Source: an optimization exercise on an open RTL-to-GDS flow (aim: small area). Production flows keep margins and buffers that such runs may drop. Only simulation tests tie the RTL to the original design; equivalence was not proved. Power figures rest on the tool's default switching activity, not on a simulated workload.

`flow/design.v`:
```
module led8x8drv
(
    input clk,
    input rst,
    input [63:0] data,
    output [7:0] LEDrow, 
    output [7:0] LEDcol
);
reg [63:0] array;
reg [7:0] colBuff;
reg [7:0] rowBuff;
reg [13:0] clockCounter;
reg [2:0] byteCounter;
always @(posedge clk) begin
    if (rst) begin
        array <= 0;
        colBuff <= 0;
        rowBuff <= 0;
        clockCounter <= 0;
        byteCounter <= 0;
    end
    else begin
    clockCounter <= clockCounter + 1;
    if (clockCounter[13] == 1) begin
        clockCounter <= 0;
        if (byteCounter == 0) begin
            array <= data;
        end
        case (byteCounter[2:0])
            0: begin
                colBuff <= array[7:0];
                rowBuff <= 8'b00000001;
            end
            1: begin
                colBuff <= array[15:8];
                rowBuff <= 8'b00000010;
            end
            2: begin
                colBuff <= array[23:16];
                rowBuff <= 8'b00000100;
            end
            3: begin
                colBuff <= array[31:24];
                rowBuff <= 8'b00001000;
            end
            4: begin
                colBuff <= array[39:32];
                rowBuff <= 8'b00010000;
            end
            5: begin
                colBuff <= array[47:40];
                rowBuff <= 8'b00100000;
            end
            6: begin
                colBuff <= array[55:48];
                rowBuff <= 8'b01000000;
            end
            7: begin
                colBuff <= array[63:56];
                rowBuff <= 8'b10000000;
            end
        endcase
        byteCounter <= byteCounter + 1;
    end
    end
end
assign LEDcol = colBuff;
assign LEDrow = rowBuff;
endmodule
module prand64
(
    input clk,
    input rst,
    input pReset,
    input runRand,
    input [63:0] seed,
    output [63:0] randNum
);
reg [63:0] randValue;
reg r_XNOR;
always @(posedge clk) begin
    if (rst) begin
        randValue <= 64'h0123456789ABCDEF;
        r_XNOR <= 0;
    end
    else if (pReset == 1'b1) begin
        randValue <= seed;
    end
    else begin 
        if (runRand == 1'b1) begin
            r_XNOR <= randValue[63] ^~ randValue[62] ^~ randValue[60] ^~ randValue[59];
            randValue <= {randValue[62:0], r_XNOR};
        end
    end
end
assign randNum = randValue;
endmodule
module buttonDebounce
(
    input clk,
    input rst,
    input button_in, 
    output button_out,
    output button_rise
);
reg [14:0] slow_clock_counter;
reg slow_clk;
reg first_stage;
reg second_stage;
reg button_out_reg1;
reg button_out_reg2;
reg button_out_reg3;
wire slow_en = slow_clock_counter[14] & ~slow_clk;
always @(posedge clk) begin
    if (rst) begin
        slow_clock_counter <= 0;
        slow_clk <= 0;
        button_out_reg2 <= 0;
        button_out_reg3 <= 0;
    end
    else begin
        slow_clock_counter <= slow_clock_counter+1;
        slow_clk <= slow_clock_counter[14];
        button_out_reg2 <= button_out_reg1;
        button_out_reg3 <= button_out_reg2;
    end
end
always @(posedge clk) begin
    if (rst) begin
        button_out_reg1 <= 0;
        second_stage <= 0;
        first_stage <= 0;
    end
    else if (slow_en) begin
        button_out_reg1 <= second_stage && first_stage;
        second_stage <= first_stage;
        first_stage <= button_in;
    end
end
assign button_out = button_out_reg2;
assign button_rise = button_out_reg1 & ~button_out_reg2;
endmodule
module top
(
    input clk,
    input rst,
    input [7:0] switch,
    input [3:0] button,
    output [7:0] LEDrow, 
    output [7:0] LEDcol
);
reg [63:0] data_pattern;
wire [7:0] ledRow_w;
wire [7:0] ledCol_w;
wire [63:0] randNum_w;
wire [63:0] seed_w;
wire bt0_w;
wire bt1_w;
wire bt1_rise_w;
wire bt0_rise_unused;
reg [31:0] countCounter;
localparam FAST_COUNT_WAIT = 500000;
reg [1:0] count_speed;
reg [31:0] countValue_sw;
reg [31:0] countValue;
led8x8drv matrix (.clk(clk), .rst(rst), .data(data_pattern), .LEDrow(ledRow_w), .LEDcol(ledCol_w));
prand64 randomizer (.clk(clk), .rst(rst), .pReset(bt0_w), .runRand(1'b1), .seed(seed_w), .randNum(randNum_w));
buttonDebounce bt0 (.clk(clk), .rst(rst), .button_in(button[0]), .button_out(bt0_w), .button_rise(bt0_rise_unused));
buttonDebounce bt1 (.clk(clk), .rst(rst), .button_in(button[1]), .button_out(bt1_w), .button_rise(bt1_rise_w));
always @(posedge clk) begin
    if (rst) begin
        countValue <= FAST_COUNT_WAIT;
        countCounter <= 0;
        data_pattern <= 0;
    end
    else begin
        countValue <= countValue_sw;
        countCounter <= countCounter+1;
        if (countCounter > countValue) begin
            countCounter <= 0;
            data_pattern <= randNum_w;
        end
    end
end
always @(posedge clk) begin
    if (rst) begin
        count_speed <= 1;
        countValue_sw <= FAST_COUNT_WAIT;
    end
    else if (bt1_rise_w) begin
        count_speed <= count_speed+1;
        case (count_speed)
            0: countValue_sw <= FAST_COUNT_WAIT;
            1: countValue_sw <= 5*FAST_COUNT_WAIT;
            2: countValue_sw <= 25*FAST_COUNT_WAIT;
            3: countValue_sw <= 100*FAST_COUNT_WAIT;
        endcase
    end
end
assign LEDrow[7:0] = ~ledRow_w;
assign seed_w[63:0] = {8{switch[7:0]}};
genvar i;
for (i=0; i<8; i=i+1) begin : g_col
    assign LEDcol[i] = ledCol_w[7-i];
end
endmodule
```
`flow/run.sh`:
```
#!/bin/bash
# synth_recipe.tcl (not shown) runs the flow's synth.tcl, then flattens the netlist and writes it again
# the make line also repeats each setting of config.mk as NAME=value (left out here)
make -C /OpenROAD-flow-scripts/flow DESIGN_CONFIG=/design/flow/config.mk WORK_HOME=/design/flow/orfs CLKGATE_MAP_FILE= SYNTH_SCRIPT=/design/flow/synth_recipe.tcl finish
```
`flow/config.mk`:
```
export PLATFORM = sky130hd
export DESIGN_NAME = top
export DESIGN_NICKNAME = top
export VERILOG_FILES = /design/flow/design.v
export SDC_FILE = /design/flow/constraint.sdc
export NUM_CORES = 4
export LEC_CHECK = 0
export CAP_MARGIN = 20
export CORE_MARGIN = 2
export CORE_UTILIZATION = 40
export SLEW_MARGIN = 20
```
`flow/constraint.sdc`:
```
create_clock -name core_clock -period 10.0 [get_ports {clk}]
set_input_delay 2.0000 -clock core_clock [delete_from_list [all_inputs] [get_ports {clk}]]
set_output_delay 2.0000 -clock core_clock [all_outputs]
set_load 0.01 [all_outputs]
```
==> results.py <==
metrics = {
    "critical_path": {
        "cp.arrival_ns": 4.02,
        "r2r_setup_slack_ns": 7.13,
        "max_stage_delay_ns": 0.85,
        "reg2reg_from": "matrix.byteCounter[0]",
        "path_max_fanout": 102,
        "cpLargestDelayFamily": "buffers and inverters",
        "path_cells": "buf_6 -> buf_4 -> a21oi_1 -> o21ai_0",
        "criticalPathCategory": "primary input to flop",
        "worstSetupEndpointType": "flop",
        "slowest_stage": "buf_4",
        "required_ns": 10.41,
        "reg2reg_to": "matrix.colBuff[5]",
        "startpoint_type": "primary input",
        "r2r_cells": 6,
        "cp_num_buf_inv": 2,
    },
    "synth": {
        "postSynth.asyncResetShare_pct": 0,
        "synth_top_family_by_area": "simple AND/OR/NAND/NOR gates",
        "synth_most_common_cell": "dfxtp_1",
        "synth_area_per_cell_um2": 9.28,
        "synthSimpleGateAreaFrac_pct": 17.4,
        "synth-main-ff-cell": "dfxtp_1",
        "seq_area_frac_synth_pct": 52.9,
        "synth_area_mm2": 0.0121,
        "ys_ff_latch": 319,
        "synth_compound_area_share_pct": 15.3,
        "synth_cell_types": 60,
        "synthMuxAreaShare_pct": 1.89,
        "synth_area_leader_cell": "dfxtp_1",
        "ys_warn_count": 4,
        "synth_xor_area_share_pct": 4.07,
        "synth_common_cells": "319 x dfxtp_1, 180 x nand2_1, 134 x a21oi_1, 104 x nor2_1, 64 x inv_1",
        "yosysTopAreaCellShare_pct": 52.9,
        "synthCells": 1300,
        "netlist_top_cells_area": "dfxtp_1 53%, nand2_1 5.6%, a21oi_1 5.6%",
        "synth_adder_area_share_pct": 3.42,
        "synth-edff-count": 0,
    },
    "final_layout": {
        "multi_input_area_mm2": 0.00513,
        "layout.nets": 1350,
        "instances_no_fill": 1712,
        "drive_above_1_share_pct": 7.34,
        "diodes": 0,
        "filler_cell_count": 2902,
        "regArea_mm2": 0.00639,
        "area_growth_pct": 13.2,
    },
    "pwr": {
        "cellPowerDensity_mw_per_mm2": 191,
        "ir_drop_uv": 100,
        "clockPowerShare_pct": 46.8,
        "cell_internal_pwr_w": 0.00207,
        "switching_share_pct": 20.5,
        "p_leak_nw": 5.07,
        "pwr-share-seq_pct": 50.8,
        "switchingPower_w": 0.000535,
        "combPwrFrac_pct": 2.5,
    },
    "floorplanning": {
        "die_h_um": 178,
        "num_rows": 63,
        "ioPinCount": 30,
        "die_x_um": 178,
        "start_util_pct": 40.7,
        "die_area_mm2": 0.0316,
        "core_area_mm2": 0.0296,
    },
    "grt": {
        "grt-ovfl-total": 0,
        "grt_pass1_vias": 8138,
        "antenna_found_initial": 0,
        "grt_pass1_wl_um": 42200,
        "grt_max_degree": 103,
        "grt_use_total_pct": 16.5,
    },
    "worst_hold_path": {
        "hold_class": "flop to flop",
        "min_from": "matrix.clockCounter[12]",
        "holdPathStages": 2,
        "whs_endpoint": "matrix.clockCounter[13]",
    },
    "run_status": {
        "status": "no timing/DRC/antenna violations",
    },
    "routing": {
        "vias_per_cell": 4.99,
        "route.detailed.drc": 0,
        "drt_iter0_drc": 584,
        "finalWirelength_um": 25300,
        "wl_per_cell_um": 14.8,
        "route.vias.total": 8542,
        "antenna_left": 0,
        "drt_first_pass_iters": 7,
    },
    "timing": {
        "setup_tns_ns": 0,
        "fin_skew_ns": 0.0170,
        "worst_slack_ns": 6.39,
        "worst_pin_slew_ns": 0.979,
        "fin_crit_ns": 3.61,
        "finalHoldViolations": 0,
        "rsz0062_at_grt": "false",
        "slew_viol_final": 0,
        "setup-violations-final": 0,
        "fmax_ghz": 0.277,
        "slew-limit-headroom_pct": 34.8,
        "fin_crit_sh_pct": 36.1,
    },
    "placement": {
        "portBuffers": 27,
        "hpwlAfterDp_um": 15300,
        "dp.cells": 1657,
        "globalplace.congestion": 0.737,
        "dp_slack_ns": 5.91,
    },
    "cts": {
        "cts.clk_slew.worst_paths_ns": 0.06,
        "cts_buffers": 34,
        "cts_sinks": 319,
        "cts_root_buf": "clkbuf_16",
        "cts_tree": "built",
        "cts_setup_buffers": 0,
        "ctsHoldBuffers": 0,
        "h-tree-depth": 2,
        "cts-resized-gates": 0,
        "clockBufferDepth": 3,
        "clk_latency_ns": 0.50,
    },
    "job": {
        "cap_violations": 0,
    },
}
-- power groups by stage --
stage / Sequential [W] / Clock, W / Combinational [W]
3_3_place_gp: 0.00135 / 0 / 0.0000636
3_5_place_dp: 0.00135 / 0 / 0.0000645
5_1_grt: 0.00133 / 0.00131 / 0.0000720
6_report: 0.00133 / 0.00122 / 0.0000641
2_1_floorplan: 0.00135 / 0 / 0.0000500
4_1_cts: 0.00132 / 0.00125 / 0.0000649
-- worst max path at each step --
stage,from,to,slack [ns],cells past startpoint
6_report,rst,randomizer.randValue[24],6.39,4
5_1_grt,rst,randomizer.randValue[32],6.23,4
4_1_cts,rst,randomizer.randValue[24],6.44,4
3_5_place_dp,rst,randomizer.randValue[24],5.91,4
3_3_place_gp,rst,countCounter[9],5.85,4
2_1_floorplan,rst,data_pattern[24],6.94,6
-- per-layer routing --
metal	wire length, um	track usage, %
met3	1150	2.83
met5	0	0
met4	405	3.89
met2	10800	25.3
met1	13000	24.1
-- metrics by stage --
stage	power, W	util, %	instance area, um2	hold WS [ns]
after floorplan	0.00140	-	12100	0.418
after global placement	0.00142	42.4	12600	0.429
after detailed placement	0.00142	42.4	12600	0.434
after CTS	0.00264	46.1	13700	0.443
after global routing	0.00271	46.1	13700	0.464
final	0.00261	46.1	13700	0.437
-- final cells by class --
| class | instances | share of cell area [%] |
|---|---|---|
| flip-flops and latches | 319 | 46.8 |
| clock inverters | 5 | 0.577 |
| inverters | 64 | 1.76 |
| repair buffers | 35 | 2.43 |
| well taps | 390 | 3.57 |
| clock buffers | 50 | 7.34 |
| multi-input cells | 849 | 37.6 |
-- state kept, by name (all words and copies together), names as in the netlist, 3 cells and up --
| register | count |
|---|---|
| matrix.array | 64 |
| countValue_sw | 10 |
| countCounter | 32 |
| matrix.rowBuff | 8 |
| bt0.slow_clock_counter | 15 |
| countValue | 10 |
| matrix.colBuff | 8 |
| matrix.clockCounter | 14 |
| bt1.slow_clock_counter | 15 |
| matrix.byteCounter | 3 |
| randomizer.randValue | 64 |
| data_pattern | 64 |
-- worst min-delay path, cell delays in order (launching register included) --
cell and delay [ns]:
dfxtp_1 0.31, nand2_1 0.05, nor3_1 0.03
-- layout by cell type (no fill, tap or decap), drive strengths merged, types with 6 or more instances in the layout --
master	instances
nand4	16
mux2i	7
a21oi	134
or3	10
nor2b	17
dfxtp	319
nor2	104
nand3	32
nand2b	40
nor3	14
a222oi	6
or2	7
a22o	64
and3	8
xor2	33
ha	33
clkdlybuf4s50	26
mux2	14
a211oi	10
xnor2	23
clkbuf	50
inv	65
o21ai	46
buf	9
a22oi	10
nand2	180
-- logic make-up (layout without fill, tap and decap cells) --
logic type	Yosys count	count (layout)
buf+inv	136	154
compound gates	288	288
simple gates	446	446
xor+xnor	56	56
mux	21	21
other cells	1	5
flops	319	319
fa+ha+maj	33	33

## static timing again, ports no longer ideal
How much do the figures lean on ideal ports? The routed layout below was timed once more, with nothing changed but the port constraints. Step 1 assumes that a clkbuf_16 drives the clock port and a buf_2 every other input. Step 2 moves the port delays by t, midway between the first and last clock arrival at a register: inputs arrive t later, outputs are due t later. That takes back most of the time a late clock gives input paths. Three values: ideal ports, drivers, drivers and shift; two values: the first two.
shift t [ns]: 0.538
slack for setup (ns): 6.388 / 6.395 / 5.856
worst setup path after step 2: input to register
After both steps setup and hold are still met in this run. For this run, drivers alone change the setup slack by +0.007 ns; drivers and shift together by -0.532 ns.
